This is an optimization exercise on Yosys and OpenROAD, whose aim is a short achievable clock period and few clock cycles, not a production implementation. Where RTL was checked, it was by simulation tests only, not by an equivalence proof against the original. No activity file was given, so power comes from the tool's default toggle rates.

## srisc_top
module srisc_top(clk, reset, sw, ledr, halt, ram_addr, ram_write, ram_din, ram_dout);
Size: ~3500 cells after synthesis, roughly 530 flip-flops, about 60 I/O pins.
make LEC_CHECK=0 ABC_CLOCK_PERIOD_IN_PS=1500 CAP_MARGIN=20 CORE_MARGIN=2 CORE_UTILIZATION=40 SETUP_SLACK_MARGIN=1.8 SLEW_MARGIN=20 finish   # period 5.0 ns
run.sh (not shown) runs the stock make flow with config.mk's settings and CLKGATE_MAP_FILE= SYNTH_SCRIPT=/design/flow/synth_recipe.tcl, a recipe that flattens the netlist after the stock synthesis.
Rerun with:
Settings changed: SETUP_SLACK_MARGIN 1.8 to 2.5.
The changed run finished with timing, DRC and antenna clean. Routed wire length rose by roughly a tenth. Clock power is about the same. Cell count increases by a little under a tenth. Worst setup slack degrades by 8.6 ps. Fmax barely changes. Global-route usage rises by 3.8 points. Synthesized cell count stays the same. Clock-buffer cell count is unchanged. Combinational power rises by a quarter to a third.
No run of this note included a check of the RTL's function; only the layout flow was run.

## job 6303
srisc_top, a different RTL version from the one above (not shown whole).
Size: roughly 3500 cells after synthesis, ~31000 sq um of cells after synthesis.
clock: 5.0 ns
lec_check: 0
abc_clock_period_in_ps: 1500
cap_margin: 20
core_margin: 2
core_utilization: 30
setup_slack_margin: 2.5
slew_margin: 20
Testbench counts of job 6303, summed over its fixed seeds: cycles 43,063.
The inputs of job 7685 differ from those of job 6303 as listed below.
-- flow/config.mk --
<<< job 6303, line 11
export CORE_UTILIZATION = 30
>>> job 7685, line 11
export CORE_UTILIZATION = 40
- Job 6303 → job 7685: cell area shows a reduction of 0.35%, fmax higher, sequential share of power went down, maximum fanout encountered on the critical timing path up 4.
- Area used by sequential logic in the layout across job 6303 and job 7685: no real change.
- Diff job 6303..job 7685 | average footprint of a synthesized cell | unchanged
- The lower data arrival time of the critical path of job 6303 and job 7685 is in job 7685.
- A launching instance or port of the critical path of e_an[6] is what job 6303 shows, while fZ belongs to job 7685.
- Job 7685 reports a higher met2 track utilization from global routing than job 6303 does.
Input-level comparison between job 8710 and job 7685:
-- flow/config.mk --
<<< job 7685, line 12
export SETUP_SLACK_MARGIN = 2.5
>>> job 8710, line 12
export SETUP_SLACK_MARGIN = 1.8
==> comparison <==
Job 8710 finished every stage and its layout cleared the timing, DRC and antenna checks. Cmp job 8710 vs job 7685: delay of the slowest cell on the worst path lower in job 8710. Job 8710 against job 7685: design area fell 14%, worst setup timing slack at the placement stage fell 0.24 ns. Re global-route usage: job 8710 is 4.0 points down on job 7685.

== alpha ==
srisc_top, a different RTL version from the one above (not shown whole).
Size: roughly 3600 cells after synthesis, roughly 31000 sq um of cells after synthesis.
clock: 5.0 ns
lec_check: 0
abc_clock_period_in_ps: 1500
cap_margin: 20
core_margin: 2
core_utilization: 60
place_density: 0.75
setup_slack_margin: 3
slew_margin: 20
alpha did not finish; a tool error ended it in global routing (5_1_grt).
## Diff of input files: gamma against alpha
- PLACE_DENSITY removed (was 0.75)
- SETUP_SLACK_MARGIN changed from 3 to 1.8
- CORE_UTILIZATION changed from 60 to 40
Results
- Of gamma and alpha, only alpha never reached the final stage.
- alpha | ERROR | global routing (5_1_grt)
- alpha -> gamma: sequential share of the synthesized area delta 0, exact match
- Note that the die span in y recorded for alpha amounts to 0.819 times the value seen in gamma.
- Note that the number of gates resized after cts recorded for gamma amounts to 0.17 times the value seen in alpha.
- Comparing gamma against alpha, there is no change at all in number of instances in the synthesized netlist.
- The run showing the smaller worst slack at placement is gamma.
- Across both runs, site row count was higher for gamma than for alpha.
- gamma against alpha; total half-perimeter wirelength after legalization and detailed placement is down slightly.
- Diff alpha -> gamma | post-CTS repair timing setup buffer count | down by more than half
- The final weighted congestion in routability-driven placement of gamma falls short of that of alpha by 5.6%.
- Post-synthesis instance area of gamma is on par with alpha.
Function was not checked in any run of this note: the RTL went through the layout flow alone.

Setup of P:
srisc_top, a different RTL version from the one above (not shown whole).
For scale: about 60 I/O pins, ~31,000 sq um of cells after synthesis.
make LEC_CHECK=0 ABC_CLOCK_PERIOD_IN_PS=1500 CAP_MARGIN=20 CORE_MARGIN=2 CORE_UTILIZATION=40 SETUP_SLACK_MARGIN=2.5 SLEW_MARGIN=20 finish   # period 5.0 ns
P completed end to end with timing, DRC and antenna clean.
The following lists how Q was set up differently from P:
# P
export LEC_CHECK = 0
export ABC_CLOCK_PERIOD_IN_PS = 1500
export CAP_MARGIN = 20
export CORE_MARGIN = 2
export CORE_UTILIZATION = 40
export SETUP_SLACK_MARGIN = 2.5
export SLEW_MARGIN = 20
create_clock -name core_clock -period 5.0 [get_ports {clk}]
# Q
export LEC_CHECK = 0
export ABC_CLOCK_PERIOD_IN_PS = 1500
export CAP_MARGIN = 20
export CORE_MARGIN = 2
export CORE_UTILIZATION = 40
export SETUP_SLACK_MARGIN = 1.8
export SLEW_MARGIN = 20
create_clock -name core_clock -period 5.0 [get_ports {clk}]
==> notes.md <==
- The higher number of gates on the worst path with buffers counted of P and Q is in P.
- Between Q and P, it is Q whose sequential share of cell area is higher, by 4.0 points.
- Per the comparison of Q with P, hold slack about even, wire length fell 4300 microns, clock network power share rose 2.0 points, initial antenna violation count rose 1.
- Between P and Q, the clock slew at the register clock pins of the worst setup and hold paths figures differ only marginally.
- Number of cells upsized or downsized after cts was lower in the run labelled Q.
No run of this note included a check of the RTL's function; only the layout flow was run.

afterwards: timing with drivers on the ports:
How much do the figures lean on ideal ports? The routed layouts below were timed once more, with nothing changed but the port constraints.
Step 1 sets driving cells, clkbuf_16 on the clock port and buf_2 on the other inputs (assumed; they add their load-dependent delay and slew).
Step 2 adds t to the input delays and takes it off the output delays; t is the mean of the earliest and latest rising clock arrival at the registers after step 1. Input paths then give back, and output paths get back, about the clock's delay inside the block.
Slacks: ideal ports / drivers / drivers and shift; pairs: ideal ports / drivers.
run	shift t [ns]	setup slack, ns	worst register clock-pin slew, ns	pins driven straight from the clock port
the first run of note 1	0.719	1.614 / 1.614 / 1.035	0.07 / 0.07	1
the second run of note 1	0.720	1.605 / 1.605 / 1.022	0.07 / 0.07	1
job 6303	0.784	1.690 / 1.690 / 0.917	0.07 / 0.07	1
job 7685	0.752	1.734 / 1.734 / 1.052	0.07 / 0.07	1
job 8710	0.715	1.519 / 1.558 / 0.843	0.07 / 0.07	1
gamma	0.699	1.757 / 1.753 / 1.054	0.07 / 0.07	1
P	0.711	1.682 / 1.682 / 1.036	0.07 / 0.07	1
Q	0.727	1.696 / 1.659 / 0.932	0.08 / 0.08	1
After both steps every run listed still meets setup and hold. The setup slack of job 6303, which loses most, moves by 0.000 ns with the drivers and by -0.773 ns with both steps.
